What follows belongs to an exercise in optimizing a design on an open flow for small area; a production flow would make more cautious choices. The RTL was checked by simulation tests, not by an equivalence proof against the original design.

==> inputs of run A <==
// alu_design
module alu_design(clk_i,rst_i,valid_i,ready_o,operand_a,operand_b,operation,result);
export LEC_CHECK = 0
export CAP_MARGIN = 20
export CORE_MARGIN = 2
export CORE_UTILIZATION = 60
export PLACE_DENSITY = 0.75
export SETUP_SLACK_MARGIN = -1.5
export SLEW_MARGIN = 20
export SYNTH_HIERARCHICAL = 1
create_clock -name core_clock -period 80.0 [get_ports {clk_i}]
standard.sh (not shown) runs the stock make flow with config.mk's settings and CLKGATE_MAP_FILE= SYNTH_SCRIPT=/design/flow/synth_recipe.tcl, a recipe that flattens the netlist after the stock synthesis.
==> flow/flow/run.sh <==
#!/bin/bash
# Standard layout, except that after the standard synthesis each a21oi_2 and
# mux4_2 is swapped for the _1 cell of the same function and pins: synthesis
# picks the larger one for each one-gate module it maps on its own, and the
# layout's timing repair upsizes again wherever timing needs it.
set -euo pipefail
bash standard.sh synth > synth.log 2>&1
NET=orfs/results/sky130hd/alu_design/base/1_2_yosys.v
cp $NET 1_2_yosys.orig.v
sed -i -e 's/\bsky130_fd_sc_hd__a21oi_2\b/sky130_fd_sc_hd__a21oi_1/g' \
       -e 's/\bsky130_fd_sc_hd__mux4_2\b/sky130_fd_sc_hd__mux4_1/g' $NET
rm -f orfs/results/sky130hd/alu_design/base/1_synth.odb orfs/results/sky130hd/alu_design/base/1_synth.sdc
bash standard.sh > layout.log 2>&1
==> inputs of run D, as changes to run A <==
--- a/flow/design.v
+++ b/flow/design.v
@@ -30,15 +30,14 @@
 			3'b110: tt = 4'b0001;    
 			3'b111: tt = 4'b1001;    
 			default: tt = 4'b1100;   
 		endcase
 	end
 	wire [31:0] init;
 	wire [31:0] qn;        
-	wire [31:0] q = ~qn;
 	wire [31:0] r0;        
 	wire r31_gn0_1;
 	c_nand2 u2 (.a(init[31]), .b(bn[0]), .z(r31_gn0_1));
 	wire r31_G0n_3;
 	c_nor2 u4 (.a(init[31]), .b(bn[0]), .z(r31_G0n_3));
 	wire r31_sel_5;
 	c_oai21 u6 (.a1(en[31]), .a2(r31_G0n_3), .b1(mn[31]), .z(r31_sel_5));
@@ -8055,24 +8054,21 @@
 	assign r0[26] = r0_x26_7892;
 	assign r0[27] = r0_x27_7898;
 	assign r0[28] = r0_x28_7904;
 	assign r0[29] = r0_x29_7910;
 	assign r0[30] = r0_x30_7916;
 	assign r0[31] = r0_x31_7922;
 	wire op_div = (operation == 3'b011);
-	wire hold = ~valid_i & ~rst_i;
-	wire ld_q = valid_i & ~rst_i & op_div;
-	wire ld_r = valid_i & ~rst_i & ~op_div;
-	wire [31:0] r0x, nxtn, nxt;
+	wire [31:0] r0x, resn, nxtn, nxt;
 	genvar i;
 	generate for (i = 0; i < 32; i = i + 1) begin : g_out
-		c_xor2   u_x (.a(r0[i]), .b(flip), .z(r0x[i]));
-		c_aoi222 u_o (.a1(ld_q), .a2(q[i]), .b1(ld_r), .b2(r0x[i]),
-			.c1(hold), .c2(result[i]), .z(nxtn[i]));
-		c_inv    u_i (.a(nxtn[i]), .z(nxt[i]));
+		c_xnor2 u_x (.a(r0[i]), .b(flip), .z(r0x[i]));                  
+		c_mux2i u_r (.a0(r0x[i]), .a1(qn[i]), .s(op_div), .z(resn[i]));   
+		c_mux2i u_h (.a0(result[i]), .a1(resn[i]), .s(valid_i), .z(nxtn[i]));
+		c_nor2  u_z (.a(rst_i), .b(nxtn[i]), .z(nxt[i]));
 	end endgenerate
 	always @(posedge clk_i) begin
 		ready_o <= valid_i & ~rst_i;
 		result <= nxt;
 	end
 endmodule
 module c_inv (input a, output z);
@@ -8098,10 +8094,7 @@
 endmodule
 module c_mux2i (input a0, input a1, input s, output z);
 	assign z = ~(s ? a1 : a0);
 endmodule
 module c_mux4 (input [3:0] d, input s1, input s0, output z);
 	assign z = s1 ? (s0 ? d[3] : d[2]) : (s0 ? d[1] : d[0]);
 endmodule
-module c_aoi222 (input a1, input a2, input b1, input b2, input c1, input c2, output z);
-	assign z = ~((a1 & a2) | (b1 & b2) | (c1 & c2));
-endmodule
==> flow/config.mk (replaced) <==
export PLATFORM = sky130hd
export DESIGN_NAME = alu_design
export DESIGN_NICKNAME = alu_design
export VERILOG_FILES = /design/flow/design.v
export SDC_FILE = /design/flow/constraint.sdc
export NUM_CORES = 4
export LEC_CHECK = 0
export CAP_MARGIN = 20
export CORE_MARGIN = 2
export CORE_UTILIZATION = 70
export PLACE_DENSITY = 0.85
export SETUP_SLACK_MARGIN = -1.5
export SLEW_MARGIN = 20
export SYNTH_HIERARCHICAL = 1
==> metrics.cfg <==
[final_layout]
nets = 4562
area_delta_synth_final_pct = 12.7
finalNonFillerCells = 4948

[power]
total_power_w = 0.00115
pg_comb_w = 0.00110

[cts]
cts_resized = 2

[worst_setup_path]
crit_slowest_cell = or4_4

[run_status]
status = no timing/DRC/antenna violations

[hold_path]
worstHoldStart = result[7]

[global_route]
globalRouteMet2Util_pct = 75.3
grt_util_all_layers_pct = 47.9
grt_pass1_wl_um = 139000
grt_antenna_before_repair = 2

[floorplanning]
rows = 68
die_area_mm2 = 0.0362
die-width_um = 190

[routing]
wl_met3_um = 12600

That was run D.
==> metrics.cfg <==
[hold_path]
worstHoldStart = result[5]

[routing]
wl_met3_um = 11800

[final_layout]
nets = 4542
finalNonFillerCells = 4998
area_delta_synth_final_pct = 13.0

[global_route]
grt_max_degree = 61
grt_antenna_before_repair = 3
grt_pass1_wl_um = 144000
grt_util_all_layers_pct = 44.2

[floorplanning]
die-width_um = 204
rows = 73
die_area_mm2 = 0.0417

[placed_design]
port_buffers = 102

[cts]
cts_max_level = 2
cts_resized = 0

[power]
p_leak_nw = 12.5
pg_comb_w = 0.00102

[run_status]
status = no timing/DRC/antenna violations

That was run A.

==> separate check: timing with driven ports <==
The results above use ideal ports. As a check the final layouts listed here were re-extracted and re-timed, cells and wires unchanged.
Step 1 sets driving cells, clkbuf_16 on the clock port and buf_2 on the other inputs (assumed; they add their load-dependent delay and slew).
Step 2 also shifts input and output timing later by t, the mid clock arrival at the registers, as if the neighbouring blocks saw the same clock.
a / b / c = ideal / step 1 / step 2; a / b = the first two.
run | t (ns) | setup slack, ns | cell pins on the clock port's net
run A | 0.334 | 4.002 / 4.024 / 3.690 | 1
run D | 0.324 | 2.671 / 2.686 / 2.362 | 1
After both steps every run listed still meets setup and hold. For run A, which loses most, drivers alone change the setup slack by +0.022 ns; drivers and shift together by -0.312 ns.
